This design comes from an exercise in tuning for small area and a short achievable clock period on the open sky130 flow, not from production work. In this exercise RTL edits were held to simulation tests only and were not proved equivalent to the original. Power is estimated from default activity; no workload was simulated.

==> flow/design.v <==
module alu(input  [31:0] a,
           input  [31:0] r2,
           input  [31:0] imm,
           input         alusrc,
           input  [3:0]  alucontrol,
           input         clr,
           input  [31:0] ext,
           input         ext_en,
           output [31:0] result,
           output        eq);
  wire        sub = alucontrol[3] | (alucontrol[1] & ~alucontrol[2]);
  wire        s_im = alusrc;
  wire        s_r2 = ~alusrc & ~sub;
  wire        s_nr = ~alusrc & sub;
  wire [31:0] bx  = ({32{s_im}} & imm) | ({32{s_r2}} & r2) | ({32{s_nr}} & ~r2);
  wire [31:0] p   = a ^ bx;
  wire [31:0] g   = a & bx;
  wire [31:0] G0 = {g[31:1], g[0] | (p[0] & sub)};
  wire [31:0] P0 = p;
  wire [31:0] G1, P1;
  assign G1[0] = G0[0];
  assign P1[0] = P0[0];
  assign G1[1] = G0[1] | (P0[1] & G0[0]);
  assign P1[1] = P0[1] & P0[0];
  assign G1[2] = G0[2];
  assign P1[2] = P0[2];
  assign G1[3] = G0[3] | (P0[3] & G0[2]);
  assign P1[3] = P0[3] & P0[2];
  assign G1[4] = G0[4];
  assign P1[4] = P0[4];
  assign G1[5] = G0[5] | (P0[5] & G0[4]);
  assign P1[5] = P0[5] & P0[4];
  assign G1[6] = G0[6];
  assign P1[6] = P0[6];
  assign G1[7] = G0[7] | (P0[7] & G0[6]);
  assign P1[7] = P0[7] & P0[6];
  assign G1[8] = G0[8];
  assign P1[8] = P0[8];
  assign G1[9] = G0[9] | (P0[9] & G0[8]);
  assign P1[9] = P0[9] & P0[8];
  assign G1[10] = G0[10];
  assign P1[10] = P0[10];
  assign G1[11] = G0[11] | (P0[11] & G0[10]);
  assign P1[11] = P0[11] & P0[10];
  assign G1[12] = G0[12];
  assign P1[12] = P0[12];
  assign G1[13] = G0[13] | (P0[13] & G0[12]);
  assign P1[13] = P0[13] & P0[12];
  assign G1[14] = G0[14];
  assign P1[14] = P0[14];
  assign G1[15] = G0[15] | (P0[15] & G0[14]);
  assign P1[15] = P0[15] & P0[14];
  assign G1[16] = G0[16];
  assign P1[16] = P0[16];
  assign G1[17] = G0[17] | (P0[17] & G0[16]);
  assign P1[17] = P0[17] & P0[16];
  assign G1[18] = G0[18];
  assign P1[18] = P0[18];
  assign G1[19] = G0[19] | (P0[19] & G0[18]);
  assign P1[19] = P0[19] & P0[18];
  assign G1[20] = G0[20];
  assign P1[20] = P0[20];
  assign G1[21] = G0[21] | (P0[21] & G0[20]);
  assign P1[21] = P0[21] & P0[20];
  assign G1[22] = G0[22];
  assign P1[22] = P0[22];
  assign G1[23] = G0[23] | (P0[23] & G0[22]);
  assign P1[23] = P0[23] & P0[22];
  assign G1[24] = G0[24];
  assign P1[24] = P0[24];
  assign G1[25] = G0[25] | (P0[25] & G0[24]);
  assign P1[25] = P0[25] & P0[24];
  assign G1[26] = G0[26];
  assign P1[26] = P0[26];
  assign G1[27] = G0[27] | (P0[27] & G0[26]);
  assign P1[27] = P0[27] & P0[26];
  assign G1[28] = G0[28];
  assign P1[28] = P0[28];
  assign G1[29] = G0[29] | (P0[29] & G0[28]);
  assign P1[29] = P0[29] & P0[28];
  assign G1[30] = G0[30];
  assign P1[30] = P0[30];
  assign G1[31] = G0[31] | (P0[31] & G0[30]);
  assign P1[31] = P0[31] & P0[30];
  wire [31:0] G2, P2;
  assign G2[0] = G1[0];
  assign P2[0] = P1[0];
  assign G2[1] = G1[1];
  assign P2[1] = P1[1];
  assign G2[2] = G1[2];
  assign P2[2] = P1[2];
  assign G2[3] = G1[3] | (P1[3] & G1[1]);
  assign P2[3] = P1[3] & P1[1];
  assign G2[4] = G1[4];
  assign P2[4] = P1[4];
  assign G2[5] = G1[5];
  assign P2[5] = P1[5];
  assign G2[6] = G1[6];
  assign P2[6] = P1[6];
  assign G2[7] = G1[7] | (P1[7] & G1[5]);
  assign P2[7] = P1[7] & P1[5];
  assign G2[8] = G1[8];
  assign P2[8] = P1[8];
  assign G2[9] = G1[9];
  assign P2[9] = P1[9];
  assign G2[10] = G1[10];
  assign P2[10] = P1[10];
  assign G2[11] = G1[11] | (P1[11] & G1[9]);
  assign P2[11] = P1[11] & P1[9];
  assign G2[12] = G1[12];
  assign P2[12] = P1[12];
  assign G2[13] = G1[13];
  assign P2[13] = P1[13];
  assign G2[14] = G1[14];
  assign P2[14] = P1[14];
  assign G2[15] = G1[15] | (P1[15] & G1[13]);
  assign P2[15] = P1[15] & P1[13];
  assign G2[16] = G1[16];
  assign P2[16] = P1[16];
  assign G2[17] = G1[17];
  assign P2[17] = P1[17];
  assign G2[18] = G1[18];
  assign P2[18] = P1[18];
  assign G2[19] = G1[19] | (P1[19] & G1[17]);
  assign P2[19] = P1[19] & P1[17];
  assign G2[20] = G1[20];
  assign P2[20] = P1[20];
  assign G2[21] = G1[21];
  assign P2[21] = P1[21];
  assign G2[22] = G1[22];
  assign P2[22] = P1[22];
  assign G2[23] = G1[23] | (P1[23] & G1[21]);
  assign P2[23] = P1[23] & P1[21];
  assign G2[24] = G1[24];
  assign P2[24] = P1[24];
  assign G2[25] = G1[25];
  assign P2[25] = P1[25];
  assign G2[26] = G1[26];
  assign P2[26] = P1[26];
  assign G2[27] = G1[27] | (P1[27] & G1[25]);
  assign P2[27] = P1[27] & P1[25];
  assign G2[28] = G1[28];
  assign P2[28] = P1[28];
  assign G2[29] = G1[29];
  assign P2[29] = P1[29];
  assign G2[30] = G1[30];
  assign P2[30] = P1[30];
  assign G2[31] = G1[31] | (P1[31] & G1[29]);
  assign P2[31] = P1[31] & P1[29];
  wire [31:0] G3, P3;
  assign G3[0] = G2[0];
  assign P3[0] = P2[0];
  assign G3[1] = G2[1];
  assign P3[1] = P2[1];
  assign G3[2] = G2[2];
  assign P3[2] = P2[2];
  assign G3[3] = G2[3];
  assign P3[3] = P2[3];
  assign G3[4] = G2[4];
  assign P3[4] = P2[4];
  assign G3[5] = G2[5] | (P2[5] & G2[3]);
  assign P3[5] = P2[5] & P2[3];
  assign G3[6] = G2[6];
  assign P3[6] = P2[6];
  assign G3[7] = G2[7] | (P2[7] & G2[3]);
  assign P3[7] = P2[7] & P2[3];
  assign G3[8] = G2[8];
  assign P3[8] = P2[8];
  assign G3[9] = G2[9];
  assign P3[9] = P2[9];
  assign G3[10] = G2[10];
  assign P3[10] = P2[10];
  assign G3[11] = G2[11];
  assign P3[11] = P2[11];
  assign G3[12] = G2[12];
  assign P3[12] = P2[12];
  assign G3[13] = G2[13] | (P2[13] & G2[11]);
  assign P3[13] = P2[13] & P2[11];
  assign G3[14] = G2[14];
  assign P3[14] = P2[14];
  assign G3[15] = G2[15] | (P2[15] & G2[11]);
  assign P3[15] = P2[15] & P2[11];
  assign G3[16] = G2[16];
  assign P3[16] = P2[16];
  assign G3[17] = G2[17];
  assign P3[17] = P2[17];
  assign G3[18] = G2[18];
  assign P3[18] = P2[18];
  assign G3[19] = G2[19];
  assign P3[19] = P2[19];
  assign G3[20] = G2[20];
  assign P3[20] = P2[20];
  assign G3[21] = G2[21] | (P2[21] & G2[19]);
  assign P3[21] = P2[21] & P2[19];
  assign G3[22] = G2[22];
  assign P3[22] = P2[22];
  assign G3[23] = G2[23] | (P2[23] & G2[19]);
  assign P3[23] = P2[23] & P2[19];
  assign G3[24] = G2[24];
  assign P3[24] = P2[24];
  assign G3[25] = G2[25];
  assign P3[25] = P2[25];
  assign G3[26] = G2[26];
  assign P3[26] = P2[26];
  assign G3[27] = G2[27];
  assign P3[27] = P2[27];
  assign G3[28] = G2[28];
  assign P3[28] = P2[28];
  assign G3[29] = G2[29] | (P2[29] & G2[27]);
  assign P3[29] = P2[29] & P2[27];
  assign G3[30] = G2[30];
  assign P3[30] = P2[30];
  assign G3[31] = G2[31] | (P2[31] & G2[27]);
  assign P3[31] = P2[31] & P2[27];
  wire [31:0] G4, P4;
  assign G4[0] = G3[0];
  assign P4[0] = P3[0];
  assign G4[1] = G3[1];
  assign P4[1] = P3[1];
  assign G4[2] = G3[2];
  assign P4[2] = P3[2];
  assign G4[3] = G3[3];
  assign P4[3] = P3[3];
  assign G4[4] = G3[4];
  assign P4[4] = P3[4];
  assign G4[5] = G3[5];
  assign P4[5] = P3[5];
  assign G4[6] = G3[6];
  assign P4[6] = P3[6];
  assign G4[7] = G3[7];
  assign P4[7] = P3[7];
  assign G4[8] = G3[8];
  assign P4[8] = P3[8];
  assign G4[9] = G3[9] | (P3[9] & G3[7]);
  assign P4[9] = P3[9] & P3[7];
  assign G4[10] = G3[10];
  assign P4[10] = P3[10];
  assign G4[11] = G3[11] | (P3[11] & G3[7]);
  assign P4[11] = P3[11] & P3[7];
  assign G4[12] = G3[12];
  assign P4[12] = P3[12];
  assign G4[13] = G3[13] | (P3[13] & G3[7]);
  assign P4[13] = P3[13] & P3[7];
  assign G4[14] = G3[14];
  assign P4[14] = P3[14];
  assign G4[15] = G3[15] | (P3[15] & G3[7]);
  assign P4[15] = P3[15] & P3[7];
  assign G4[16] = G3[16];
  assign P4[16] = P3[16];
  assign G4[17] = G3[17];
  assign P4[17] = P3[17];
  assign G4[18] = G3[18];
  assign P4[18] = P3[18];
  assign G4[19] = G3[19];
  assign P4[19] = P3[19];
  assign G4[20] = G3[20];
  assign P4[20] = P3[20];
  assign G4[21] = G3[21];
  assign P4[21] = P3[21];
  assign G4[22] = G3[22];
  assign P4[22] = P3[22];
  assign G4[23] = G3[23];
  assign P4[23] = P3[23];
  assign G4[24] = G3[24];
  assign P4[24] = P3[24];
  assign G4[25] = G3[25] | (P3[25] & G3[23]);
  assign P4[25] = P3[25] & P3[23];
  assign G4[26] = G3[26];
  assign P4[26] = P3[26];
  assign G4[27] = G3[27] | (P3[27] & G3[23]);
  assign P4[27] = P3[27] & P3[23];
  assign G4[28] = G3[28];
  assign P4[28] = P3[28];
  assign G4[29] = G3[29] | (P3[29] & G3[23]);
  assign P4[29] = P3[29] & P3[23];
  assign G4[30] = G3[30];
  assign P4[30] = P3[30];
  assign G4[31] = G3[31] | (P3[31] & G3[23]);
  assign P4[31] = P3[31] & P3[23];
  wire [31:0] G5, P5;
  assign G5[0] = G4[0];
  assign P5[0] = P4[0];
  assign G5[1] = G4[1];
  assign P5[1] = P4[1];
  assign G5[2] = G4[2];
  assign P5[2] = P4[2];
  assign G5[3] = G4[3];
  assign P5[3] = P4[3];
  assign G5[4] = G4[4];
  assign P5[4] = P4[4];
  assign G5[5] = G4[5];
  assign P5[5] = P4[5];
  assign G5[6] = G4[6];
  assign P5[6] = P4[6];
  assign G5[7] = G4[7];
  assign P5[7] = P4[7];
  assign G5[8] = G4[8];
  assign P5[8] = P4[8];
  assign G5[9] = G4[9];
  assign P5[9] = P4[9];
  assign G5[10] = G4[10];
  assign P5[10] = P4[10];
  assign G5[11] = G4[11];
  assign P5[11] = P4[11];
  assign G5[12] = G4[12];
  assign P5[12] = P4[12];
  assign G5[13] = G4[13];
  assign P5[13] = P4[13];
  assign G5[14] = G4[14];
  assign P5[14] = P4[14];
  assign G5[15] = G4[15];
  assign P5[15] = P4[15];
  assign G5[16] = G4[16];
  assign P5[16] = P4[16];
  assign G5[17] = G4[17] | (P4[17] & G4[15]);
  assign P5[17] = P4[17] & P4[15];
  assign G5[18] = G4[18];
  assign P5[18] = P4[18];
  assign G5[19] = G4[19] | (P4[19] & G4[15]);
  assign P5[19] = P4[19] & P4[15];
  assign G5[20] = G4[20];
  assign P5[20] = P4[20];
  assign G5[21] = G4[21] | (P4[21] & G4[15]);
  assign P5[21] = P4[21] & P4[15];
  assign G5[22] = G4[22];
  assign P5[22] = P4[22];
  assign G5[23] = G4[23] | (P4[23] & G4[15]);
  assign P5[23] = P4[23] & P4[15];
  assign G5[24] = G4[24];
  assign P5[24] = P4[24];
  assign G5[25] = G4[25] | (P4[25] & G4[15]);
  assign P5[25] = P4[25] & P4[15];
  assign G5[26] = G4[26];
  assign P5[26] = P4[26];
  assign G5[27] = G4[27] | (P4[27] & G4[15]);
  assign P5[27] = P4[27] & P4[15];
  assign G5[28] = G4[28];
  assign P5[28] = P4[28];
  assign G5[29] = G4[29] | (P4[29] & G4[15]);
  assign P5[29] = P4[29] & P4[15];
  assign G5[30] = G4[30];
  assign P5[30] = P4[30];
  assign G5[31] = G4[31] | (P4[31] & G4[15]);
  assign P5[31] = P4[31] & P4[15];
  wire [31:0] G6, P6;
  assign G6[0] = G5[0];
  assign P6[0] = P5[0];
  assign G6[1] = G5[1];
  assign P6[1] = P5[1];
  assign G6[2] = G5[2] | (P5[2] & G5[1]);
  assign P6[2] = P5[2] & P5[1];
  assign G6[3] = G5[3];
  assign P6[3] = P5[3];
  assign G6[4] = G5[4] | (P5[4] & G5[3]);
  assign P6[4] = P5[4] & P5[3];
  assign G6[5] = G5[5];
  assign P6[5] = P5[5];
  assign G6[6] = G5[6] | (P5[6] & G5[5]);
  assign P6[6] = P5[6] & P5[5];
  assign G6[7] = G5[7];
  assign P6[7] = P5[7];
  assign G6[8] = G5[8] | (P5[8] & G5[7]);
  assign P6[8] = P5[8] & P5[7];
  assign G6[9] = G5[9];
  assign P6[9] = P5[9];
  assign G6[10] = G5[10] | (P5[10] & G5[9]);
  assign P6[10] = P5[10] & P5[9];
  assign G6[11] = G5[11];
  assign P6[11] = P5[11];
  assign G6[12] = G5[12] | (P5[12] & G5[11]);
  assign P6[12] = P5[12] & P5[11];
  assign G6[13] = G5[13];
  assign P6[13] = P5[13];
  assign G6[14] = G5[14] | (P5[14] & G5[13]);
  assign P6[14] = P5[14] & P5[13];
  assign G6[15] = G5[15];
  assign P6[15] = P5[15];
  assign G6[16] = G5[16] | (P5[16] & G5[15]);
  assign P6[16] = P5[16] & P5[15];
  assign G6[17] = G5[17];
  assign P6[17] = P5[17];
  assign G6[18] = G5[18] | (P5[18] & G5[17]);
  assign P6[18] = P5[18] & P5[17];
  assign G6[19] = G5[19];
  assign P6[19] = P5[19];
  assign G6[20] = G5[20] | (P5[20] & G5[19]);
  assign P6[20] = P5[20] & P5[19];
  assign G6[21] = G5[21];
  assign P6[21] = P5[21];
  assign G6[22] = G5[22] | (P5[22] & G5[21]);
  assign P6[22] = P5[22] & P5[21];
  assign G6[23] = G5[23];
  assign P6[23] = P5[23];
  assign G6[24] = G5[24] | (P5[24] & G5[23]);
  assign P6[24] = P5[24] & P5[23];
  assign G6[25] = G5[25];
  assign P6[25] = P5[25];
  assign G6[26] = G5[26] | (P5[26] & G5[25]);
  assign P6[26] = P5[26] & P5[25];
  assign G6[27] = G5[27];
  assign P6[27] = P5[27];
  assign G6[28] = G5[28] | (P5[28] & G5[27]);
  assign P6[28] = P5[28] & P5[27];
  assign G6[29] = G5[29];
  assign P6[29] = P5[29];
  assign G6[30] = G5[30] | (P5[30] & G5[29]);
  assign P6[30] = P5[30] & P5[29];
  assign G6[31] = G5[31];
  assign P6[31] = P5[31];
  wire [32:0] c   = {G6, sub};
  wire [31:0] s   = p ^ c[31:0];
  wire        lt  = c[32] ^ (alucontrol[0] | p[31]);
  wire use_x   = ~clr & ext_en;
  wire alu_ok  = ~clr & ~ext_en;
  wire sel_ar  = alu_ok & ~alucontrol[3] & ~alucontrol[2];
  wire sel_lt  = alu_ok &  alucontrol[3];
  wire lg_ok   = alu_ok & ~alucontrol[3] &  alucontrol[2];
  wire k_g     = lg_ok & ~alucontrol[1];                        
  wire k_p     = lg_ok & (alucontrol[1] ^ alucontrol[0]);       
  wire k_n     = lg_ok &  alucontrol[1] & alucontrol[0];        
  assign result = ({32{sel_ar}} & s) | ({32{k_g}} & g) | ({32{k_p}} & p) |
                  ({32{k_n}} & ~(p | g)) | ({32{use_x}} & ext) |
                  {31'd0, sel_lt & lt};
  assign eq     = &p;
endmodule
module tgt_add(input  [21:0] pc,
               input  [21:0] imm,
               output [21:0] t,
               output        co);
  wire [21:0] p = pc[21:0] ^ imm;
  wire [21:0] g = pc[21:0] & imm;
  wire [21:0] G0 = g;
  wire [21:0] P0 = p;
  wire [21:0] G1, P1;
  assign G1[0] = G0[0];
  assign P1[0] = P0[0];
  assign G1[1] = G0[1] | (P0[1] & G0[0]);
  assign P1[1] = P0[1] & P0[0];
  assign G1[2] = G0[2];
  assign P1[2] = P0[2];
  assign G1[3] = G0[3];
  assign P1[3] = P0[3];
  assign G1[4] = G0[4];
  assign P1[4] = P0[4];
  assign G1[5] = G0[5] | (P0[5] & G0[4]);
  assign P1[5] = P0[5] & P0[4];
  assign G1[6] = G0[6];
  assign P1[6] = P0[6];
  assign G1[7] = G0[7];
  assign P1[7] = P0[7];
  assign G1[8] = G0[8];
  assign P1[8] = P0[8];
  assign G1[9] = G0[9] | (P0[9] & G0[8]);
  assign P1[9] = P0[9] & P0[8];
  assign G1[10] = G0[10];
  assign P1[10] = P0[10];
  assign G1[11] = G0[11];
  assign P1[11] = P0[11];
  assign G1[12] = G0[12];
  assign P1[12] = P0[12];
  assign G1[13] = G0[13] | (P0[13] & G0[12]);
  assign P1[13] = P0[13] & P0[12];
  assign G1[14] = G0[14];
  assign P1[14] = P0[14];
  assign G1[15] = G0[15];
  assign P1[15] = P0[15];
  assign G1[16] = G0[16];
  assign P1[16] = P0[16];
  assign G1[17] = G0[17] | (P0[17] & G0[16]);
  assign P1[17] = P0[17] & P0[16];
  assign G1[18] = G0[18];
  assign P1[18] = P0[18];
  assign G1[19] = G0[19];
  assign P1[19] = P0[19];
  assign G1[20] = G0[20];
  assign P1[20] = P0[20];
  assign G1[21] = G0[21] | (P0[21] & G0[20]);
  assign P1[21] = P0[21] & P0[20];
  wire [21:0] G2, P2;
  assign G2[0] = G1[0];
  assign P2[0] = P1[0];
  assign G2[1] = G1[1];
  assign P2[1] = P1[1];
  assign G2[2] = G1[2] | (P1[2] & G1[1]);
  assign P2[2] = P1[2] & P1[1];
  assign G2[3] = G1[3];
  assign P2[3] = P1[3];
  assign G2[4] = G1[4];
  assign P2[4] = P1[4];
  assign G2[5] = G1[5];
  assign P2[5] = P1[5];
  assign G2[6] = G1[6] | (P1[6] & G1[5]);
  assign P2[6] = P1[6] & P1[5];
  assign G2[7] = G1[7];
  assign P2[7] = P1[7];
  assign G2[8] = G1[8];
  assign P2[8] = P1[8];
  assign G2[9] = G1[9];
  assign P2[9] = P1[9];
  assign G2[10] = G1[10] | (P1[10] & G1[9]);
  assign P2[10] = P1[10] & P1[9];
  assign G2[11] = G1[11];
  assign P2[11] = P1[11];
  assign G2[12] = G1[12];
  assign P2[12] = P1[12];
  assign G2[13] = G1[13];
  assign P2[13] = P1[13];
  assign G2[14] = G1[14] | (P1[14] & G1[13]);
  assign P2[14] = P1[14] & P1[13];
  assign G2[15] = G1[15];
  assign P2[15] = P1[15];
  assign G2[16] = G1[16];
  assign P2[16] = P1[16];
  assign G2[17] = G1[17];
  assign P2[17] = P1[17];
  assign G2[18] = G1[18] | (P1[18] & G1[17]);
  assign P2[18] = P1[18] & P1[17];
  assign G2[19] = G1[19];
  assign P2[19] = P1[19];
  assign G2[20] = G1[20];
  assign P2[20] = P1[20];
  assign G2[21] = G1[21];
  assign P2[21] = P1[21];
  wire [21:0] G3, P3;
  assign G3[0] = G2[0];
  assign P3[0] = P2[0];
  assign G3[1] = G2[1];
  assign P3[1] = P2[1];
  assign G3[2] = G2[2];
  assign P3[2] = P2[2];
  assign G3[3] = G2[3] | (P2[3] & G2[2]);
  assign P3[3] = P2[3] & P2[2];
  assign G3[4] = G2[4];
  assign P3[4] = P2[4];
  assign G3[5] = G2[5];
  assign P3[5] = P2[5];
  assign G3[6] = G2[6];
  assign P3[6] = P2[6];
  assign G3[7] = G2[7] | (P2[7] & G2[6]);
  assign P3[7] = P2[7] & P2[6];
  assign G3[8] = G2[8];
  assign P3[8] = P2[8];
  assign G3[9] = G2[9];
  assign P3[9] = P2[9];
  assign G3[10] = G2[10];
  assign P3[10] = P2[10];
  assign G3[11] = G2[11] | (P2[11] & G2[10]);
  assign P3[11] = P2[11] & P2[10];
  assign G3[12] = G2[12];
  assign P3[12] = P2[12];
  assign G3[13] = G2[13];
  assign P3[13] = P2[13];
  assign G3[14] = G2[14];
  assign P3[14] = P2[14];
  assign G3[15] = G2[15] | (P2[15] & G2[14]);
  assign P3[15] = P2[15] & P2[14];
  assign G3[16] = G2[16];
  assign P3[16] = P2[16];
  assign G3[17] = G2[17];
  assign P3[17] = P2[17];
  assign G3[18] = G2[18];
  assign P3[18] = P2[18];
  assign G3[19] = G2[19] | (P2[19] & G2[18]);
  assign P3[19] = P2[19] & P2[18];
  assign G3[20] = G2[20];
  assign P3[20] = P2[20];
  assign G3[21] = G2[21];
  assign P3[21] = P2[21];
  wire [21:0] G4, P4;
  assign G4[0] = G3[0];
  assign P4[0] = P3[0];
  assign G4[1] = G3[1];
  assign P4[1] = P3[1];
  assign G4[2] = G3[2];
  assign P4[2] = P3[2];
  assign G4[3] = G3[3];
  assign P4[3] = P3[3];
  assign G4[4] = G3[4];
  assign P4[4] = P3[4];
  assign G4[5] = G3[5];
  assign P4[5] = P3[5];
  assign G4[6] = G3[6];
  assign P4[6] = P3[6];
  assign G4[7] = G3[7] | (P3[7] & G3[3]);
  assign P4[7] = P3[7] & P3[3];
  assign G4[8] = G3[8];
  assign P4[8] = P3[8];
  assign G4[9] = G3[9];
  assign P4[9] = P3[9];
  assign G4[10] = G3[10];
  assign P4[10] = P3[10];
  assign G4[11] = G3[11];
  assign P4[11] = P3[11];
  assign G4[12] = G3[12];
  assign P4[12] = P3[12];
  assign G4[13] = G3[13];
  assign P4[13] = P3[13];
  assign G4[14] = G3[14];
  assign P4[14] = P3[14];
  assign G4[15] = G3[15] | (P3[15] & G3[11]);
  assign P4[15] = P3[15] & P3[11];
  assign G4[16] = G3[16];
  assign P4[16] = P3[16];
  assign G4[17] = G3[17];
  assign P4[17] = P3[17];
  assign G4[18] = G3[18];
  assign P4[18] = P3[18];
  assign G4[19] = G3[19];
  assign P4[19] = P3[19];
  assign G4[20] = G3[20];
  assign P4[20] = P3[20];
  assign G4[21] = G3[21] | (P3[21] & G3[19]);
  assign P4[21] = P3[21] & P3[19];
  wire [21:0] G5, P5;
  assign G5[0] = G4[0];
  assign P5[0] = P4[0];
  assign G5[1] = G4[1];
  assign P5[1] = P4[1];
  assign G5[2] = G4[2];
  assign P5[2] = P4[2];
  assign G5[3] = G4[3];
  assign P5[3] = P4[3];
  assign G5[4] = G4[4];
  assign P5[4] = P4[4];
  assign G5[5] = G4[5];
  assign P5[5] = P4[5];
  assign G5[6] = G4[6];
  assign P5[6] = P4[6];
  assign G5[7] = G4[7];
  assign P5[7] = P4[7];
  assign G5[8] = G4[8];
  assign P5[8] = P4[8];
  assign G5[9] = G4[9];
  assign P5[9] = P4[9];
  assign G5[10] = G4[10];
  assign P5[10] = P4[10];
  assign G5[11] = G4[11] | (P4[11] & G4[7]);
  assign P5[11] = P4[11] & P4[7];
  assign G5[12] = G4[12];
  assign P5[12] = P4[12];
  assign G5[13] = G4[13];
  assign P5[13] = P4[13];
  assign G5[14] = G4[14];
  assign P5[14] = P4[14];
  assign G5[15] = G4[15] | (P4[15] & G4[7]);
  assign P5[15] = P4[15] & P4[7];
  assign G5[16] = G4[16];
  assign P5[16] = P4[16];
  assign G5[17] = G4[17];
  assign P5[17] = P4[17];
  assign G5[18] = G4[18];
  assign P5[18] = P4[18];
  assign G5[19] = G4[19];
  assign P5[19] = P4[19];
  assign G5[20] = G4[20];
  assign P5[20] = P4[20];
  assign G5[21] = G4[21];
  assign P5[21] = P4[21];
  wire [21:0] G6, P6;
  assign G6[0] = G5[0];
  assign P6[0] = P5[0];
  assign G6[1] = G5[1];
  assign P6[1] = P5[1];
  assign G6[2] = G5[2];
  assign P6[2] = P5[2];
  assign G6[3] = G5[3];
  assign P6[3] = P5[3];
  assign G6[4] = G5[4];
  assign P6[4] = P5[4];
  assign G6[5] = G5[5];
  assign P6[5] = P5[5];
  assign G6[6] = G5[6];
  assign P6[6] = P5[6];
  assign G6[7] = G5[7];
  assign P6[7] = P5[7];
  assign G6[8] = G5[8];
  assign P6[8] = P5[8];
  assign G6[9] = G5[9];
  assign P6[9] = P5[9];
  assign G6[10] = G5[10];
  assign P6[10] = P5[10];
  assign G6[11] = G5[11];
  assign P6[11] = P5[11];
  assign G6[12] = G5[12];
  assign P6[12] = P5[12];
  assign G6[13] = G5[13];
  assign P6[13] = P5[13];
  assign G6[14] = G5[14];
  assign P6[14] = P5[14];
  assign G6[15] = G5[15];
  assign P6[15] = P5[15];
  assign G6[16] = G5[16];
  assign P6[16] = P5[16];
  assign G6[17] = G5[17];
  assign P6[17] = P5[17];
  assign G6[18] = G5[18];
  assign P6[18] = P5[18];
  assign G6[19] = G5[19] | (P5[19] & G5[15]);
  assign P6[19] = P5[19] & P5[15];
  assign G6[20] = G5[20];
  assign P6[20] = P5[20];
  assign G6[21] = G5[21] | (P5[21] & G5[15]);
  assign P6[21] = P5[21] & P5[15];
  wire [21:0] G7, P7;
  assign G7[0] = G6[0];
  assign P7[0] = P6[0];
  assign G7[1] = G6[1];
  assign P7[1] = P6[1];
  assign G7[2] = G6[2];
  assign P7[2] = P6[2];
  assign G7[3] = G6[3];
  assign P7[3] = P6[3];
  assign G7[4] = G6[4] | (P6[4] & G6[3]);
  assign P7[4] = P6[4] & P6[3];
  assign G7[5] = G6[5] | (P6[5] & G6[3]);
  assign P7[5] = P6[5] & P6[3];
  assign G7[6] = G6[6] | (P6[6] & G6[3]);
  assign P7[6] = P6[6] & P6[3];
  assign G7[7] = G6[7];
  assign P7[7] = P6[7];
  assign G7[8] = G6[8] | (P6[8] & G6[7]);
  assign P7[8] = P6[8] & P6[7];
  assign G7[9] = G6[9] | (P6[9] & G6[7]);
  assign P7[9] = P6[9] & P6[7];
  assign G7[10] = G6[10] | (P6[10] & G6[7]);
  assign P7[10] = P6[10] & P6[7];
  assign G7[11] = G6[11];
  assign P7[11] = P6[11];
  assign G7[12] = G6[12] | (P6[12] & G6[11]);
  assign P7[12] = P6[12] & P6[11];
  assign G7[13] = G6[13] | (P6[13] & G6[11]);
  assign P7[13] = P6[13] & P6[11];
  assign G7[14] = G6[14] | (P6[14] & G6[11]);
  assign P7[14] = P6[14] & P6[11];
  assign G7[15] = G6[15];
  assign P7[15] = P6[15];
  assign G7[16] = G6[16] | (P6[16] & G6[15]);
  assign P7[16] = P6[16] & P6[15];
  assign G7[17] = G6[17] | (P6[17] & G6[15]);
  assign P7[17] = P6[17] & P6[15];
  assign G7[18] = G6[18] | (P6[18] & G6[15]);
  assign P7[18] = P6[18] & P6[15];
  assign G7[19] = G6[19];
  assign P7[19] = P6[19];
  assign G7[20] = G6[20] | (P6[20] & G6[19]);
  assign P7[20] = P6[20] & P6[19];
  assign G7[21] = G6[21];
  assign P7[21] = P6[21];
  wire [22:0] c = {G7, 1'b0};
  assign t  = p ^ c[21:0];
  assign co = c[22];
endmodule
module EX #(parameter BR = 0, parameter WD = 0)
         (input         CLK,
          input         reset,
          input         ALUSrc,
          input  [3:0]  ALUControl,
          input         Branch,
          input         BranchN,
          input  [31:0] RD1,
          input  [31:0] RD2,
          input  [31:0] ExtImm,
          input  [31:0] PCPlus4,
          input  [3:0]  Tag,
          input         Pred,
          output        PCSrc,
          output [31:0] ALUOut,
          output [31:0] WriteData,
          output [31:0] PCBranch,
          output [3:0]  Tago,
          output [4:0]  BTAPTag,
          output [31:0] BTAPAddr);
  wire [31:0] Imm  = {{16{ExtImm[16]}}, ExtImm[15:0]};
  wire [31:0] res;
  wire        eq;
  wire [31:0] brv;
  wire        brsel;
  alu a1(.a(RD1), .r2(RD2), .imm(Imm), .alusrc(ALUSrc), .alucontrol(ALUControl), .clr(reset), .ext(brv), .ext_en(brsel),
         .result(res), .eq(eq));
  reg [3:0] TagE;
  always @(posedge CLK)
    TagE <= reset ? 4'd0 : Tag;
  assign Tago = TagE;
  generate
    if (WD) begin : g_wd
      reg [31:0] WDE;
      always @(posedge CLK)
        WDE <= reset ? 32'd0 : RD2;
      assign WriteData = WDE;
    end else begin : g_nowd
      assign WriteData = 32'd0;
    end
    if (BR) begin : g_br
      wire        isbr  = Branch | BranchN;
      wire        taken = (Branch & eq) | (BranchN & ~eq);
      localparam LO = 22;
      localparam HI = 30 - LO;
      wire [LO-1:0] tlo;
      wire          co;
      tgt_add ta(.pc(PCPlus4[LO+1:2]), .imm({{(LO-16){ExtImm[15]}}, ExtImm[15:0]}), .t(tlo), .co(co));
      wire          up   = co & ~ExtImm[15];
      wire          down = ~co & ExtImm[15];
      assign brv   = {PCPlus4[31:LO+2], tlo, up, down};
      assign brsel = isbr;
      reg  [31:0]   OutE;
      reg  [LO-1:0] PCLoE;
      reg           TakenE, PCSrcE;
      always @(posedge CLK) begin
        OutE   <= res;
        PCLoE  <= PCPlus4[LO+1:2];
        TakenE <= taken;
        PCSrcE <= taken ^ Pred;
      end
      wire [HI-1:0] hi = OutE[31:LO+2];
      wire [HI-1:0] flip;
      genvar i;
      for (i = 0; i < HI; i = i + 1) begin : g_flip
        if (i == 0) begin : g0
          assign flip[i] = OutE[1] | OutE[0];
        end else begin : gi
          assign flip[i] = (OutE[1] & (&hi[i-1:0])) | (OutE[0] & ~(|hi[i-1:0]));
        end
      end
      assign ALUOut   = OutE;
      assign BTAPAddr = {hi ^ flip, OutE[LO+1:2], 2'b00};
      assign PCBranch = {hi ^ (flip & {HI{TakenE}}), TakenE ? OutE[LO+1:2] : PCLoE, 2'b00};
      assign PCSrc    = PCSrcE;
      assign BTAPTag  = PCLoE[4:0] - 5'd1;
    end else begin : g_nobr
      assign brv   = 32'd0;
      assign brsel = 1'b0;
      reg [31:0] OutE;
      always @(posedge CLK)
        OutE <= res;
      assign ALUOut   = OutE;
      assign BTAPAddr = 32'd0;
      assign PCBranch = 32'd0;
      assign PCSrc    = 1'b0;
      assign BTAPTag  = 5'd0;
    end
  endgenerate
endmodule
module ex_cluster(input         CLK,
                  input         reset,
                  input         ALUSrcD1,
                  input  [3:0]  ALUControlD1,
                  input         BranchD1,
                  input         BranchND1,
                  input  [31:0] RDD11,
                  input  [31:0] RDD21,
                  input  [31:0] ExtImmD1,
                  input  [31:0] PCPlus41,
                  input  [3:0]  TagD1,
                  input         PredD1,
                  input         ALUSrcD2,
                  input  [3:0]  ALUControlD2,
                  input         BranchD2,
                  input         BranchND2,
                  input  [31:0] RDD12,
                  input  [31:0] RDD22,
                  input  [31:0] ExtImmD2,
                  input  [31:0] PCPlus42,
                  input  [3:0]  TagD2,
                  input         PredD2,
                  input         ALUSrcD3,
                  input  [3:0]  ALUControlD3,
                  input  [31:0] RDD13,
                  input  [31:0] RDD23,
                  input  [31:0] ExtImmD3,
                  input  [3:0]  TagD3,
                  input         ALUSrcD4,
                  input  [3:0]  ALUControlD4,
                  input  [31:0] RDD14,
                  input  [31:0] RDD24,
                  input  [31:0] ExtImmD4,
                  input  [3:0]  TagD4,
                  output        PCSrc1,
                  output [31:0] ALUOutE1,
                  output [3:0]  TagoE1,
                  output [31:0] PCBranch1,
                  output [4:0]  BTAPTag1,
                  output [31:0] BTAPAddr1,
                  output        PCSrc2,
                  output [31:0] ALUOutE2,
                  output [3:0]  TagoE2,
                  output [31:0] PCBranch2,
                  output [4:0]  BTAPTag2,
                  output [31:0] BTAPAddr2,
                  output [31:0] ALUOutE3,
                  output [31:0] WriteDataE3,
                  output [3:0]  TagoE3,
                  output [31:0] ALUOutE4,
                  output [3:0]  TagoE4);
  wire [31:0] unused_wd1, unused_wd2, unused_wd4;
  wire [31:0] unused_pcb3, unused_pcb4, unused_ba3, unused_ba4;
  wire [4:0]  unused_bt3, unused_bt4;
  wire        unused_ps3, unused_ps4;
  EX #(.BR(1), .WD(0)) ex1(.CLK(CLK), .reset(reset),
         .ALUSrc(ALUSrcD1), .ALUControl(ALUControlD1), .Branch(BranchD1), .BranchN(BranchND1),
         .RD1(RDD11), .RD2(RDD21), .ExtImm(ExtImmD1), .PCPlus4(PCPlus41), .Tag(TagD1), .Pred(PredD1),
         .PCSrc(PCSrc1), .ALUOut(ALUOutE1), .WriteData(unused_wd1), .PCBranch(PCBranch1), .Tago(TagoE1), .BTAPTag(BTAPTag1), .BTAPAddr(BTAPAddr1));
  EX #(.BR(1), .WD(0)) ex2(.CLK(CLK), .reset(reset),
         .ALUSrc(ALUSrcD2), .ALUControl(ALUControlD2), .Branch(BranchD2), .BranchN(BranchND2),
         .RD1(RDD12), .RD2(RDD22), .ExtImm(ExtImmD2), .PCPlus4(PCPlus42), .Tag(TagD2), .Pred(PredD2),
         .PCSrc(PCSrc2), .ALUOut(ALUOutE2), .WriteData(unused_wd2), .PCBranch(PCBranch2), .Tago(TagoE2), .BTAPTag(BTAPTag2), .BTAPAddr(BTAPAddr2));
  EX #(.BR(0), .WD(1)) ex3(.CLK(CLK), .reset(reset),
         .ALUSrc(ALUSrcD3), .ALUControl(ALUControlD3), .Branch(1'b0), .BranchN(1'b0),
         .RD1(RDD13), .RD2(RDD23), .ExtImm(ExtImmD3), .PCPlus4(32'd0), .Tag(TagD3), .Pred(1'b0),
         .PCSrc(unused_ps3), .ALUOut(ALUOutE3), .WriteData(WriteDataE3), .PCBranch(unused_pcb3), .Tago(TagoE3), .BTAPTag(unused_bt3), .BTAPAddr(unused_ba3));
  EX #(.BR(0), .WD(0)) ex4(.CLK(CLK), .reset(reset),
         .ALUSrc(ALUSrcD4), .ALUControl(ALUControlD4), .Branch(1'b0), .BranchN(1'b0),
         .RD1(RDD14), .RD2(RDD24), .ExtImm(ExtImmD4), .PCPlus4(32'd0), .Tag(TagD4), .Pred(1'b0),
         .PCSrc(unused_ps4), .ALUOut(ALUOutE4), .WriteData(unused_wd4), .PCBranch(unused_pcb4), .Tago(TagoE4), .BTAPTag(unused_bt4), .BTAPAddr(unused_ba4));
endmodule
==> flow/flow/run.sh <==
#!/bin/bash
# The standard layout (standard.sh) with these changes:
#  - synthesis maps the logic with ABC scripts of its own (flow/synth.tcl)
#    and without Yosys's full-adder extraction;
#  - port buffers are sky130_fd_sc_hd__buf_1 cells;
#  - timing repair up to clock tree synthesis aims for 6.2 ns of setup
#    slack, and after global routing for 6 ns.
# make's full output goes to make_cts.log and make_finish.log in the work folder.
set -euo pipefail
export OWN_WORK="$PWD"
export OWN_FLOW="$PWD/flow"
common=("SYNTH_SCRIPT=$PWD/flow/synth.tcl" ADDER_MAP_FILE=
        "BUFFER_PORTS_ARGS=-buffer_cell sky130_fd_sc_hd__buf_1")
bash standard.sh "${common[@]}" SETUP_SLACK_MARGIN=6.2  cts > make_cts.log 2>&1
bash standard.sh "${common[@]}" SETUP_SLACK_MARGIN=6  finish > make_finish.log 2>&1
==> flow/flow/abc_in.script <==
strash
dch
map -B 0.9
topo
stime -c
buffer -c
upsize -c
dnsize -c
==> flow/flow/abc_out.script <==
strash
dch -f
map -D 400
topo
buffer -p
upsize -D 400
dnsize -D 400
stime -p
==> flow/flow/synth.tcl <==
# The standard synthesis (synth_recipe.tcl in the work folder), with one
# change in the technology mapping of the logic: ABC first maps the logic
# between the registers and the output ports with a tight delay target
# (flow/abc_out.script), then all other logic (flow/abc_in.script).
# Registers are mapped before ABC runs, exactly as in the standard synthesis.
proc abc {args} {
  set i [lsearch -exact $args -script]
  if {$i >= 0} { set args [lreplace $args $i [expr {$i + 1}]] }
  set j [lsearch -exact $args -D]
  if {$j >= 0} { set args [lreplace $args $j [expr {$j + 1}]] }
  yosys select -set outcone o:* %cie*
  yosys abc -script $::env(OWN_FLOW)/abc_out.script {*}$args @outcone
  yosys select -clear
  yosys opt_clean
  yosys abc -script $::env(OWN_FLOW)/abc_in.script {*}$args
}
source $::env(OWN_WORK)/synth_recipe.tcl
==> flow/standard.sh <==
#!/bin/bash
# synth_recipe.tcl (not shown) runs the flow's synth.tcl, then flattens the netlist and writes it again
# the make line also repeats each setting of config.mk as NAME=value (left out here)
make -C /OpenROAD-flow-scripts/flow DESIGN_CONFIG=/design/flow/config.mk WORK_HOME=/design/flow/orfs CLKGATE_MAP_FILE= SYNTH_SCRIPT=/design/flow/synth_recipe.tcl "${@:-finish}"
==> flow/config.mk <==
export PLATFORM = sky130hd
export DESIGN_NAME = ex_cluster
export DESIGN_NICKNAME = ex_cluster
export VERILOG_FILES = /design/flow/design.v
export SDC_FILE = /design/flow/constraint.sdc
export NUM_CORES = 8
export LEC_CHECK = 0
export CAP_MARGIN = 20
export CORE_MARGIN = 2
export CORE_UTILIZATION = 40
export SLEW_MARGIN = 20
==> flow/constraint.sdc <==
create_clock -name core_clock -period 10.0 [get_ports {CLK}]
set_input_delay 2.0000 -clock core_clock [delete_from_list [all_inputs] [get_ports {CLK}]]
set_output_delay 2.0000 -clock core_clock [all_outputs]
set_load 0.01 [all_outputs]
==> impl_metrics.py, run 1 <==
metrics = {
    "synthesis": {
        "synth_edf_count": 0,
        "synthArstFlopShare_pct": 0,
        "netlist_instances": 3608,
        "syn-cell-area_um2": 20600,
        "yosysSeqAreaShare_pct": 21.8,
        "synth-seq-cells": 224,
        "synth_flop_cell": "dfxtp_1",
        "ys_warn_count": 3,
        "synth.avg_cell_area_um2": 5.70,
        "ys_types": 65,
    },
    "clock_network": {
        "cts_made_buffers": 30,
        "htree_levels": 1,
        "path_clk_slew_ns": 0.06,
        "holdBufCountCts": 0,
        "tritoncts": "yes",
        "cts_root_buf": "clkbuf_16",
        "clockBufferDepth": 3,
        "cts_sinks": 224,
    },
    "routing": {
        "dr.pass1.iters": 6,
        "ant_nets": 0,
        "routedWlPerCell_um": 17.8,
        "drtIter0Drc": 2178,
        "drt-vias-per-instance": 5.16,
        "drc": 0,
        "vias": 26200,
        "routed_wirelength_um": 90600,
    },
    "timing": {
        "tns_ns": 0,
        "period_needed_ns": 3.92,
        "setup_violations": 0,
        "tightestPinTransition_ns": 0.987,
        "rsz0062_at_grt": "yes",
        "drv_slew": 0,
        "timing.fmax_mhz": 255,
        "whs_ns": 1.54,
        "finalCritPeriodShare_pct": 39.2,
        "layout_setup_ws_ns": 6.08,
        "max-slew-margin-rel_pct": 33.8,
        "hold_viol": 0,
    },
    "power": {
        "p_seq_share_pct": 29.7,
        "pwr-share-clk_pct": 34.5,
        "switching_power_mw": 1.36,
        "p_leak_nw": 12.7,
        "totalPowerFinal_mw": 3.43,
        "netSwitchingFraction_pct": 39.6,
        "ir_worst_vdd_mv": 0.131,
        "pwr-share-comb_pct": 35.8,
        "p_int_mw": 2.07,
        "cellPowerDensity_nw_per_um2": 128,
    },
    "floorplan": {
        "coreArea_um2": 51100,
        "fp.dieH_um": 231,
        "ios": 808,
        "start_util_pct": 40.2,
        "dieArea_um2": 53200,
        "rows": 83,
        "die_w_um": 231,
    },
    "setup_path": {
        "critical_path_buf_inv_count": 3,
        "arrival_ns": 1.92,
        "path_class": "reg2out",
        "worstPathCellList": "nor3b_4, buf_6, buf_4, a32oi_1, o21bai_1, nand2_1, buf_2",
        "worst-path-max-fanout": 3,
        "path_delay_family": "buffers and inverters",
        "required_ns": 8.00,
        "critPathLaunchType": "flip-flop",
        "crit_path_top_delay_cell": "dfxtp_4",
        "slowest_delay_ns": 0.37,
        "cp-end-kind": "output pin",
    },
    "layout": {
        "fillerInstances": 5499,
        "area_delta_synth_final_pct": 30.0,
        "final_cell_mix": "nand2_1 (1133), buf_1 (695), inv_1 (404)",
        "layout_commonest_cell": "nand2_1",
        "stdcell_area_um2": 26700,
        "nNetsFinal": 4851,
        "drive_above_1_share_pct": 13.5,
    },
    "placement": {
        "finalWeightedCongestion": 0.940,
        "hpwl_um": 67000,
        "dpl-instance-area_um2": 23700,
        "io_buffers": 735,
        "place_ws_ns": 4.30,
    },
    "outcome": {
        "status": "timing/DRC/antenna clean",
    },
    "flow_run": {
        "drv_cap": 0,
    },
    "global_route": {
        "grt_pass1_vias": 23400,
        "track_usage_pct": 32.3,
        "grt_pass1_wl_um": 134000,
        "grt_max_degree": 58,
        "grt-ovfl-total": 0,
        "antenna_found_initial": 33,
    },
    "worst_hold_path": {
        "hold_class": "in2reg",
    },
}
==> flip-flops by register name, summed over array words and instances, names as in the netlist <==
signal and cells:
ex4.TagE 4, ex3.g_nobr.OutE 32, ex1.g_br.TakenE 1, ex1.g_br.PCSrcE 1
ex3.g_wd.WDE 32, ex3.TagE 4, ex2.g_br.PCSrcE 1, ex2.TagE 4
ex2.g_br.PCLoE 22, ex1.g_br.PCLoE 22, ex2.g_br.TakenE 1, ex1.g_br.OutE 32
ex4.g_nobr.OutE 32, ex2.g_br.OutE 32, ex1.TagE 4
==> metrics by stage <==
| step | util, % | cells |
|---|---|---|
| floorplan | - | 3615 |
| finish | 52.3 | 5085 |
| detailed placement | 46.3 | 4900 |
| global placement | 46.3 | 4899 |
| CTS | 51.4 | 5044 |
| global route | 52.3 | 5080 |
==> synth_stat cells (6+ instances only) <==
library cell,n,area share [%]
buf_2,12,0.29
nand3_1,297,7.2
o21bai_1,9,0.33
nor2_1,367,6.7
nand2_1,1192,22
o21ai_2,6,0.26
a21oi_1,199,4.8
o22ai_1,46,1.4
a31oi_1,18,0.55
nand3_2,9,0.44
o21ai_1,15,0.37
nand2_2,39,1.2
buf_4,57,2.1
o211ai_2,18,1.1
or2_2,49,1.5
xor2_1,24,1.0
nor2_2,20,0.61
or2_1,48,1.5
clkbuf_1,58,1.1
o21ai_0,153,3.7
clkinv_1,9,0.16
nor3_1,30,0.73
buf_6,18,0.99
nand3b_1,9,0.33
o2111ai_1,18,0.77
nand2_4,14,0.77
o221ai_1,16,0.68
xnor2_1,12,0.51
nand4_1,48,1.5
inv_1,422,7.7
inv_2,18,0.33
o211ai_1,66,2.4
dfxtp_1,224,22
==> cells by family (layout without fill, tap and decap cells) <==
| family | after synthesis | after routing | share of synthesized area (%) |
|---|---|---|---|
| and+or+nand+nor | 2144 | 2160 | 45.5 |
| buffers and inverters | 601 | 1353 | 12.9 |
| AOI/OAI and AO/OA | 599 | 599 | 18.0 |
| DFF | 224 | 224 | 21.8 |
| xor gates and xnor gates | 37 | 37 | 1.61 |
| adders and majority gates | 2 | 2 | 0.0974 |
| other | 1 | 30 | 0.0182 |
==> power by group through the flow <==
stage / Sequential (mW) / Combinational, mW / Clock, mW
global route: 1.02 / 1.36 / 1.24
detailed placement: 1.04 / 1.09 / 0
finish: 1.02 / 1.23 / 1.18
global placement: 1.04 / 1.08 / 0
floorplan: 1.05 / 0.747 / 0
CTS: 1.02 / 1.18 / 1.20
==> layout make-up <==
cell class | instances | area, um2 | area share, %
inverters | 449 | 1790 | 6.69
clock buffers | 37 | 837 | 3.13
repair buffers | 845 | 4100 | 15.4
repair inverters | 3 | 22.5 | 0.0843
diodes | 22 | 55.1 | 0.206
multi-input cells | 2806 | 14300 | 53.5
clock inverters | 19 | 239 | 0.894
flip-flops and latches | 224 | 4540 | 17.0
well taps | 680 | 851 | 3.18
==> worst paths after layout <==
check,startpoint,end,cells past startpoint
hold / removal,PCPlus42[6],ex2.g_br.PCLoE[4],1
setup / recovery,ex2.g_br.OutE[25],PCBranch2[31],7
==> per-layer routing <==
layer	track usage (%)	share of wire, %	wire length, um
met5	0	0.19	171
met4	13.6	4.0	3600
met3	7.00	9.2	8340
met2	50.7	44	40000
met1	42.6	43	38500
==> repair_timing <==
| action | in CTS | in global routing |
|---|---|---|
| cloned | 23 | 2 |
| pin swaps | 49 | 21 |
| buffers inserted | 65 | 17 |
| resized for setup | 195 | 54 |
| setup endpoints to repair | 192 | 57 |
==> run 2, diff against run 1 <==
--- a/flow/design.v
+++ b/flow/design.v
@@ -420,5 +420,5 @@
   wire k_n     = lg_ok &  alucontrol[1] & alucontrol[0];        
-  assign result = ({32{sel_ar}} & s) | ({32{k_g}} & g) | ({32{k_p}} & p) |
-                  ({32{k_n}} & ~(p | g)) | ({32{use_x}} & ext) |
-                  {31'd0, sel_lt & lt};
+  wire [31:0] pl  = ({32{sel_ar | k_p}} & p) | ({32{k_g}} & g) | ({32{k_n}} & ~(p | g));
+  wire [31:0] cc  = c[31:0] & {32{sel_ar}};
+  assign result = (pl ^ cc) | ({32{use_x}} & ext) | {31'd0, sel_lt & lt};
   assign eq     = &p;
==> run 2 against run 1 <==
Critical path depth rose by 2. Utilization is 1.0 points lower. Final cell count fell by 2.5%. Count of clock-buffer cells in the layout unchanged. Area after synthesis down 0.70%. Fmax up 0.43%. Setup slack gained 0.017 ns. Global-route usage increased by 0.11 points. Combinational power shrank 9.8%. Die area shrank 0.69%. Critical path type is now in2reg.
==> impl_metrics.py, run 2 <==
metrics = {
    "setup_path": {
        "critPathLaunchType": "input port",
        "path_class": "in2reg",
        "worst-path-max-fanout": 17,
        "arrival_ns": 4.40,
        "cp-end-kind": "flip-flop",
        "required_ns": 10.50,
    },
    "timing": {
        "timing.fmax_mhz": 256,
        "finalCritPeriodShare_pct": 39.0,
        "layout_setup_ws_ns": 6.10,
        "setup_violations": 0,
        "period_needed_ns": 3.90,
        "tns_ns": 0,
        "hold_viol": 0,
        "tightestPinTransition_ns": 1.02,
        "rsz0062_at_grt": "no",
        "drv_slew": 0,
        "max-slew-margin-rel_pct": 32.2,
    },
    "clock_network": {
        "tritoncts": "yes",
        "path_clk_slew_ns": 0.06,
        "clockBufferDepth": 3,
        "cts_root_buf": "clkbuf_16",
        "cts_made_buffers": 31,
        "cts_sinks": 224,
        "htree_levels": 1,
        "holdBufCountCts": 0,
    },
    "power": {
        "p_leak_nw": 12.5,
        "cellPowerDensity_nw_per_um2": 132,
        "ir_worst_vdd_mv": 0.128,
    },
    "routing": {
        "routedWlPerCell_um": 18.3,
        "drt-vias-per-instance": 5.16,
        "ant_nets": 0,
        "routed_wirelength_um": 90800,
        "drc": 0,
        "vias": 25600,
        "drtIter0Drc": 1786,
        "dr.pass1.iters": 7,
    },
    "global_route": {
        "grt_pass1_wl_um": 133000,
        "track_usage_pct": 32.4,
        "grt-ovfl-total": 0,
        "grt_pass1_vias": 22500,
        "grt_max_degree": 49,
        "antenna_found_initial": 20,
    },
    "layout": {
        "layout_commonest_cell": "nand2_1",
        "drive_above_1_share_pct": 10.6,
        "fillerInstances": 5388,
        "area_delta_synth_final_pct": 26.3,
        "final_cell_mix": "nand2_1 (1139), buf_1 (710), inv_1 (398)",
        "post-route-util_pct": 51.3,
        "nNetsFinal": 4733,
        "final_cells": 4956,
    },
    "synthesis": {
        "synth_xor_area_share_pct": 3.95,
        "ys_types": 63,
        "synth_flop_cell": "dfxtp_1",
        "synth_fa_ha_area_share_pct": 0,
        "synth.avg_cell_area_um2": 5.79,
        "yosysTopAreaCell": "dfxtp_1",
        "synthMuxAreaShare_pct": 0,
        "ys_warn_count": 3,
        "synth.most_common_cell": "nand2_1",
        "synth_top_family_by_area": "simple AND/OR/NAND/NOR gates",
        "synth-seq-cells": 224,
        "yosysSeqAreaShare_pct": 22.0,
        "synth_top_area_share_pct": 22.0,
        "yosys.area_share.simple_pct": 45.8,
        "synth.area.top_cells": "dfxtp_1 (22%), nand2_1 (21%), inv_1 (7.5%)",
        "netlist_instances": 3525,
        "synth_compound_area_share_pct": 15.5,
        "synth_edf_count": 0,
        "syn-cell-area_um2": 20400,
        "synth_common_cells": "nand2_1 (1156), inv_1 (409), nor2_1 (382)",
        "synthArstFlopShare_pct": 0,
    },
    "worst_hold_path": {
        "hold_class": "in2reg",
    },
    "flow_run": {
        "drv_cap": 0,
    },
    "outcome": {
        "status": "timing/DRC/antenna clean",
    },
    "placement": {
        "io_buffers": 735,
        "dp_cells": 4798,
        "finalWeightedCongestion": 0.977,
        "place_ws_ns": 4.70,
        "hpwl_um": 69400,
    },
    "floorplan": {
        "die_w_um": 230,
        "dieArea_um2": 52800,
        "ios": 808,
        "fp.dieH_um": 230,
        "coreArea_um2": 50300,
        "start_util_pct": 40.6,
        "rows": 82,
    },
}
[run 2: kinds of logic after synthesis]
kind of cell              count (synthesis)
DFF                                     224
and+or+nand+nor                        2136
xor gates and xnor gates                 92
AOI/OAI and AO/OA                       479
other                                     1
buffers and inverters                   593
[run 2: timing repair]
item	4_1_cts	5_1_grt
setup endpoints to repair	196	42
gates resized for setup	157	19
pin swaps	28	8
buffers inserted	55	10
endpoints found under the hold margin	0	0
gates cloned	16	1
[run 2: final timing paths]
kind	startpoint	to	slack, ns	cells past startpoint
worst max-delay path	reset	ex2.g_br.OutE[7]	6.10	9
worst min-delay path	PCPlus41[3]	ex1.g_br.PCLoE[1]	1.54	1
[run 2: metrics by stage]
step	total power, mW	hold slack (ns)	cell area (um2)
CTS	3.40	1.50	25500
global route	3.57	1.52	25800
global placement	2.08	2.16	23300
detailed placement	2.08	2.16	23300
floorplan	1.74	2.03	20500
finish	3.39	1.54	25800
[run 2: final cells by class]
type	instances	area, um2	area share, %
flip-flops and latches	224	4520	17.6
clock inverters	21	302	1.17
inverters	435	1710	6.62
well taps	672	841	3.26
repair buffers	819	3690	14.3
repair inverters	5	37.5	0.146
clock buffers	37	838	3.25
multi-input cells	2725	13800	53.5
diodes	18	45.0	0.175
[run 2: power by group]
group,internal [mW],switching [mW]
Sequential,0.971,0.0630
Clock,0.758,0.491
Combinational,0.374,0.736
[run 2: per-layer routing]
| layer | vias to the layer above | GRT usage [%] | routed length, um |
|---|---|---|---|
| met3 | 155 | 8.62 | 8870 |
| li1 | 12900 | - | - |
| met1 | 11500 | 40.4 | 37100 |
| met2 | 1053 | 52.6 | 40800 |
| met4 | 6 | 13.5 | 3990 |
| met5 | - | 0 | 44 |
[run 2: worst max-delay path, cell delays in order]
cell      delay (ns)
buf_4           0.27
nor3_1          0.14
nand2_1         0.13
nor2_1          0.08
a21oi_1         0.17
clkinv_1        0.61
a221oi_1        0.71
or2_2           0.20
nand3_1         0.06
==> run 3, diff against run 2 <==
--- a/flow/design.v
+++ b/flow/design.v
@@ -18,3 +18,3 @@
   wire [31:0] G0 = {g[31:1], g[0] | (p[0] & sub)};
-  wire [31:0] P0 = p;
+  wire [31:0] P0 = a | bx;
   wire [31:0] G1, P1;
==> run 3 against run 2 <==
Still clean on timing, DRC and antenna. Clock power down 12%. First-iteration DRC count up 19%. Synthesized cell count up 3.7%. Largest cell class unchanged. Largest power group is now combinational logic.
==> impl_metrics.py, run 3 <==
metrics = {
    "outcome": {
        "status": "timing/DRC/antenna clean",
    },
    "routing": {
        "drt-vias-per-instance": 5.13,
        "routedWlPerCell_um": 18.2,
        "drc": 0,
        "vias": 25900,
        "routed_wirelength_um": 92100,
        "drtIter0Drc": 2117,
        "dr.pass1.iters": 6,
        "ant_nets": 0,
    },
    "placement": {
        "finalWeightedCongestion": 0.976,
        "place_ws_ns": 4.14,
        "dpl-instance-area_um2": 23500,
        "io_buffers": 735,
        "dp_cells": 4937,
        "hpwl_um": 71300,
    },
    "global_route": {
        "grt_pass1_wl_um": 133000,
        "antenna_found_initial": 17,
        "track_usage_pct": 32.3,
        "grt-ovfl-total": 0,
        "grt_max_degree": 38,
        "grt_pass1_vias": 22300,
    },
    "synthesis": {
        "synth_compound_area_share_pct": 13.0,
        "synth_top_family_by_area": "simple AND/OR/NAND/NOR gates",
        "ys_warn_count": 3,
        "syn-cell-area_um2": 20700,
        "synth_edf_count": 0,
        "yosysSeqAreaShare_pct": 21.7,
        "ys_types": 59,
        "synth_xor_area_share_pct": 3.69,
        "synth_top_area_share_pct": 21.7,
        "synth-seq-cells": 224,
        "synth_common_cells": "nand2_1 (1174), inv_1 (500), nor2_1 (426)",
        "synth_flop_cell": "dfxtp_1",
        "synthArstFlopShare_pct": 0,
        "yosysTopAreaCell": "dfxtp_1",
        "synth.area.top_cells": "dfxtp_1 (22%), nand2_1 (21%), inv_1 (9.1%)",
        "synth.most_common_cell": "nand2_1",
        "synthMuxAreaShare_pct": 0,
        "yosys.area_share.simple_pct": 47.7,
        "synth_fa_ha_area_share_pct": 0,
        "netlist_instances": 3655,
        "synth.avg_cell_area_um2": 5.66,
    },
    "timing": {
        "hold_viol": 0,
        "timing.fmax_mhz": 254,
        "setup_violations": 0,
        "tightestPinTransition_ns": 0.941,
        "max-slew-margin-rel_pct": 37.2,
        "tns_ns": 0,
        "drv_slew": 0,
        "layout_setup_ws_ns": 6.07,
        "period_needed_ns": 3.93,
        "rsz0062_at_grt": "no",
        "finalCritPeriodShare_pct": 39.3,
    },
    "layout": {
        "layout_commonest_cell": "nand2_1",
        "area_delta_synth_final_pct": 24.2,
        "drive_above_1_share_pct": 8.85,
        "final_cell_mix": "nand2_1 (1160), buf_1 (709), inv_1 (490)",
        "stdcell_area_um2": 25700,
        "post-route-util_pct": 50.2,
        "fillerInstances": 5563,
        "nNetsFinal": 4843,
        "final_cells": 5062,
    },
    "floorplan": {
        "coreArea_um2": 51200,
        "dieArea_um2": 53500,
        "rows": 83,
        "die_w_um": 231,
        "fp.dieH_um": 231,
        "start_util_pct": 40.4,
        "ios": 808,
    },
    "setup_path": {
        "critical_path_buf_inv_count": 2,
        "path_delay_family": "flip-flops",
        "arrival_ns": 1.93,
        "crit_cells": 5,
        "critPathLaunchType": "flip-flop",
        "worstPathCellList": "inv_1, nand2_1, o21ai_2, xor2_1, buf_1",
        "slowest_delay_ns": 0.39,
        "cp-end-kind": "output pin",
        "path_class": "reg2out",
        "worst-path-max-fanout": 4,
        "required_ns": 8.00,
        "crit_path_top_delay_cell": "dfxtp_4",
        "startpoint": "ex2.g_br.OutE[24]",
        "critPathCapture": "BTAPAddr2[26]",
    },
    "worst_hold_path": {
        "hold_class": "in2reg",
    },
    "clock_network": {
        "cts_root_buf": "clkbuf_16",
        "clockBufferDepth": 3,
        "htree_levels": 1,
        "cts_made_buffers": 30,
        "path_clk_slew_ns": 0.06,
        "tritoncts": "yes",
        "holdBufCountCts": 0,
        "cts_sinks": 224,
    },
    "power": {
        "p_leak_nw": 12.8,
        "cellPowerDensity_nw_per_um2": 128,
        "ir_worst_vdd_mv": 0.132,
    },
    "flow_run": {
        "drv_cap": 0,
    },
}
[run 3: kinds of logic (layout without fill, tap and decap cells)]
logic type,Yosys count,count (layout)
AO/OA/AOI/OAI,405,405
buffers and inverters,673,1378
other,1,18
AND/OR/NAND/NOR,2265,2270
flip-flops,224,224
XOR/XNOR,87,87
[run 3: worst min-delay path by stage]
stage / start / slack (ns) / to / cells after the start
finish: PCPlus42[14] / 1.55 / ex2.g_br.PCLoE[12] / 1
global route: PCPlus42[14] / 1.53 / ex2.g_br.PCLoE[12] / 1
CTS: PCPlus42[11] / 1.52 / ex2.g_br.PCLoE[9] / 1
detailed placement: PCPlus41[3] / 2.16 / ex1.g_br.PCLoE[1] / 1
global placement: PCPlus41[3] / 2.15 / ex1.g_br.PCLoE[1] / 1
floorplan: PCPlus41[2] / 2.03 / ex1.g_br.PCLoE[0] / 0
[run 3: layout make-up]
class                           instances  area (um2)  share of cell area (%)
Sequential cell                       224        4530                    17.6
Timing Repair Buffer                  806        3570                    13.9
Clock inverter                         14         160                   0.624
Multi-Input combinational cell       2770       13700                    53.3
Tap cell                              680         851                    3.31
Timing Repair inverter                  4        30.0                   0.117
Clock buffer                           39         825                    3.21
Inverter                              515        1990                    7.76
Antenna cell                           10        25.0                  0.0974
[run 3: metrics by stage]
stage,total power [mW],hold WS [ns]
after floorplan,1.76,2.03
after global placement,2.12,2.15
after detailed placement,2.12,2.16
after CTS,3.29,1.52
after global routing,3.48,1.53
final,3.30,1.55
[run 3: routing by layer]
metal / share of wire [%] / track usage, % / wire, um / up-vias
met2: 44 / 50.5 / 40300 / 1146
met3: 10 / 7.33 / 9360 / 159
li1: - / - / - / 13100
met4: 3.5 / 11.7 / 3250 / 16
met5: 0.11 / 0 / 100 / -
met1: 42 / 43.2 / 39000 / 11500
[run 3: where the power goes]
| group | leakage [nW] | total, mW | switching, mW | internal [mW] |
|---|---|---|---|---|
| Sequential | 1.87 | 1.03 | 0.0616 | 0.972 |
| Combinational | 10.4 | 1.16 | 0.774 | 0.385 |
| Clock | 0.475 | 1.10 | 0.470 | 0.634 |
[run 3: timing repair]
item / in CTS / in global routing
resized for setup: 169 / 16
setup buffers: 44 / 6
setup endpoints to repair: 198 / 48
cloned: 11 / 1
pin swaps: 21 / 7
==> run 4, diff against run 3 <==
--- a/flow/flow/run.sh
+++ b/flow/flow/run.sh
@@ -13,3 +13,3 @@
         "BUFFER_PORTS_ARGS=-buffer_cell sky130_fd_sc_hd__buf_1")
-bash standard.sh "${common[@]}" SETUP_SLACK_MARGIN=6.2  cts > make_cts.log 2>&1
-bash standard.sh "${common[@]}" SETUP_SLACK_MARGIN=6  finish > make_finish.log 2>&1
+bash standard.sh "${common[@]}" SETUP_SLACK_MARGIN=6.2 cts > make_cts.log 2>&1
+bash standard.sh "${common[@]}" SETUP_SLACK_MARGIN=6 finish > make_finish.log 2>&1
==> run 4 against run 3 <==
Sequential share of layout area stayed put. Fmax stayed put. Synthesized cell count stayed put. Hold slack stayed put. Final area stayed put. Critical path depth stayed put. Combinational power hardly changed. Non-clock buffer count stayed put. Total power stayed put. Final cell count stayed put. Setup slack stayed put. Count of clock-buffer cells in the layout stayed put. Largest power group unchanged. Highest routed layer unchanged.
==> impl_metrics.py, run 4 <==
metrics = {
    "floorplan": {
        "ios": 808,
        "coreArea_um2": 51200,
        "rows": 83,
        "start_util_pct": 40.4,
        "die_w_um": 231,
        "fp.dieH_um": 231,
        "dieArea_um2": 53500,
    },
    "placement": {
        "dpl-instance-area_um2": 23500,
        "finalWeightedCongestion": 0.976,
        "hpwl_um": 71300,
        "io_buffers": 735,
        "place_ws_ns": 4.14,
    },
    "layout": {
        "nNetsFinal": 4843,
        "fillerInstances": 5563,
        "post-route-util_pct": 50.2,
        "multi_input_area_um2": 13700,
        "stdcell_area_um2": 25700,
        "register_area_um2": 4530,
        "final_cell_mix": "nand2_1 (1160), buf_1 (709), inv_1 (490)",
        "layout_commonest_cell": "nand2_1",
        "drive_above_1_share_pct": 8.85,
        "area_delta_synth_final_pct": 24.2,
    },
    "synthesis": {
        "synth_top_area_share_pct": 21.7,
        "netlist_instances": 3655,
        "synth.most_common_cell": "nand2_1",
        "ys_warn_count": 3,
        "synth.avg_cell_area_um2": 5.66,
        "syn-cell-area_um2": 20700,
        "synth.area.top_cells": "dfxtp_1 (22%), nand2_1 (21%), inv_1 (9.1%)",
        "yosysTopAreaCell": "dfxtp_1",
        "synth_edf_count": 0,
        "synth_common_cells": "nand2_1 (1174), inv_1 (500), nor2_1 (426)",
        "yosysSeqAreaShare_pct": 21.7,
        "ys_types": 59,
        "synth_flop_cell": "dfxtp_1",
        "synthArstFlopShare_pct": 0,
        "synth-seq-cells": 224,
    },
    "clock_network": {
        "cts_made_buffers": 30,
        "cts_sinks": 224,
        "htree_levels": 1,
        "path_clk_slew_ns": 0.06,
        "holdBufCountCts": 0,
        "tritoncts": "yes",
        "clockBufferDepth": 3,
        "cts_root_buf": "clkbuf_16",
    },
    "setup_path": {
        "critical_path_buf_inv_count": 2,
        "path_class": "reg2out",
        "path_delay_family": "flip-flops",
        "cp-end-kind": "output pin",
        "crit_path_top_delay_cell": "dfxtp_4",
        "worst-path-max-fanout": 4,
        "critPathLaunchType": "flip-flop",
        "required_ns": 8.00,
        "worstPathCellList": "inv_1, nand2_1, o21ai_2, xor2_1, buf_1",
        "slowest_delay_ns": 0.39,
        "arrival_ns": 1.93,
    },
    "global_route": {
        "track_usage_pct": 32.3,
        "grt-busiest-layer": "met2",
        "grt_pass1_vias": 22300,
        "grt_max_degree": 38,
        "use_met1_pct": 43.2,
        "antenna_found_initial": 17,
        "grt-ovfl-total": 0,
        "grtUsageMet2_pct": 50.5,
        "use_met3_pct": 7.33,
        "grt_pass1_wl_um": 133000,
    },
    "timing": {
        "setup_violations": 0,
        "drv_slew": 0,
        "hold_viol": 0,
        "tightestPinTransition_ns": 0.941,
        "finalCritPeriodShare_pct": 39.3,
        "period_needed_ns": 3.93,
        "tns_ns": 0,
        "max-slew-margin-rel_pct": 37.2,
        "timing.fmax_mhz": 254,
        "rsz0062_at_grt": "no",
        "layout_setup_ws_ns": 6.07,
    },
    "routing": {
        "routedWlPerCell_um": 18.2,
        "vias": 25900,
        "ant_nets": 0,
        "drc": 0,
        "drtIter0Drc": 2117,
        "drt-vias-per-instance": 5.13,
        "routed_wirelength_um": 92100,
        "dr.pass1.iters": 6,
    },
    "power": {
        "ir_worst_vdd_mv": 0.132,
        "cellPowerDensity_nw_per_um2": 128,
        "p_leak_nw": 12.8,
        "totalPowerFinal_mw": 3.30,
    },
    "worst_hold_path": {
        "holdPathStages": 1,
        "min_from": "PCPlus42[14]",
        "hold_class": "in2reg",
        "holdPathEnd": "ex2.g_br.PCLoE[12]",
    },
    "flow_run": {
        "drv_cap": 0,
    },
    "outcome": {
        "status": "timing/DRC/antenna clean",
    },
}
[run 4: cell counts after synthesis]
No cell type changed its count.
[run 4: routing by layer]
layer	part of all wire, %	up-vias
met2	44	1146
met4	3.5	16
li1	-	13100
met1	42	11500
met5	0.11	-
met3	10	159
[run 4: cell families (layout without fill, tap and decap cells)]
| kind of cell | count (synthesis) | after routing | synth area share (%) |
|---|---|---|---|
| buffers and inverters | 673 | 1378 | 13.9 |
| flip-flops | 224 | 224 | 21.7 |
| other | 1 | 18 | 0.0181 |
| XOR/XNOR | 87 | 87 | 3.69 |
| AND/OR/NAND/NOR | 2265 | 2270 | 47.7 |
| AO/OA/AOI/OAI | 405 | 405 | 13.0 |
[run 4: cell type report]
type	instances	area share [%]
Multi-Input combinational cell	2770	53.3
Tap cell	680	3.31
Antenna cell	10	0.0974
Timing Repair Buffer	806	13.9
Clock buffer	39	3.21
Sequential cell	224	17.6
Clock inverter	14	0.624
Timing Repair inverter	4	0.117
Inverter	515	7.76
[run 4: where the power goes]
part	total (mW)	leakage [nW]	switching, mW	internal, mW
sequential	1.03	1.87	0.0616	0.972
combinational	1.16	10.4	0.774	0.385
clock	1.10	0.475	0.470	0.634
total	3.30	12.8	1.31	1.99
[run 4: timing repair]
| action | CTS | global route |
|---|---|---|
| endpoints found under the setup margin | 198 | 48 |
| cloned | 11 | 1 |
| gates resized for setup | 169 | 16 |
| setup buffers | 44 | 6 |
| pin swaps | 21 | 7 |
[run 4: worst max path at each step]
stage / start / end / slack, ns / cells past startpoint
2_1_floorplan: ALUControlD3[2] / ex3.g_nobr.OutE[30] / 6.24 / 17
3_3_place_gp: reset / ex4.g_nobr.OutE[0] / 4.05 / 12
3_5_place_dp: reset / ex4.g_nobr.OutE[0] / 4.14 / 12
4_1_cts: ex2.g_br.OutE[24] / PCBranch2[30] / 6.09 / 6
5_1_grt: ALUControlD2[2] / ex2.g_br.OutE[20] / 6.00 / 21
6_report: ex2.g_br.OutE[24] / BTAPAddr2[26] / 6.07 / 5
[run 4: through the flow]
stage | hold WS, ns | cells
after floorplan | 2.03 | 3662
after global placement | 2.15 | 4937
after detailed placement | 2.16 | 4937
after CTS | 1.52 | 5045
after global routing | 1.53 | 5057
final | 1.55 | 5062

Re-timed with assumed drivers on the ports (clkbuf_16 on the clock, buf_2 on other inputs), run 4 has 6.013 ns of setup slack against 6.069 ns with ideal ports, and 5.504 ns once port delays also move by the mid clock arrival of 0.647 ns.
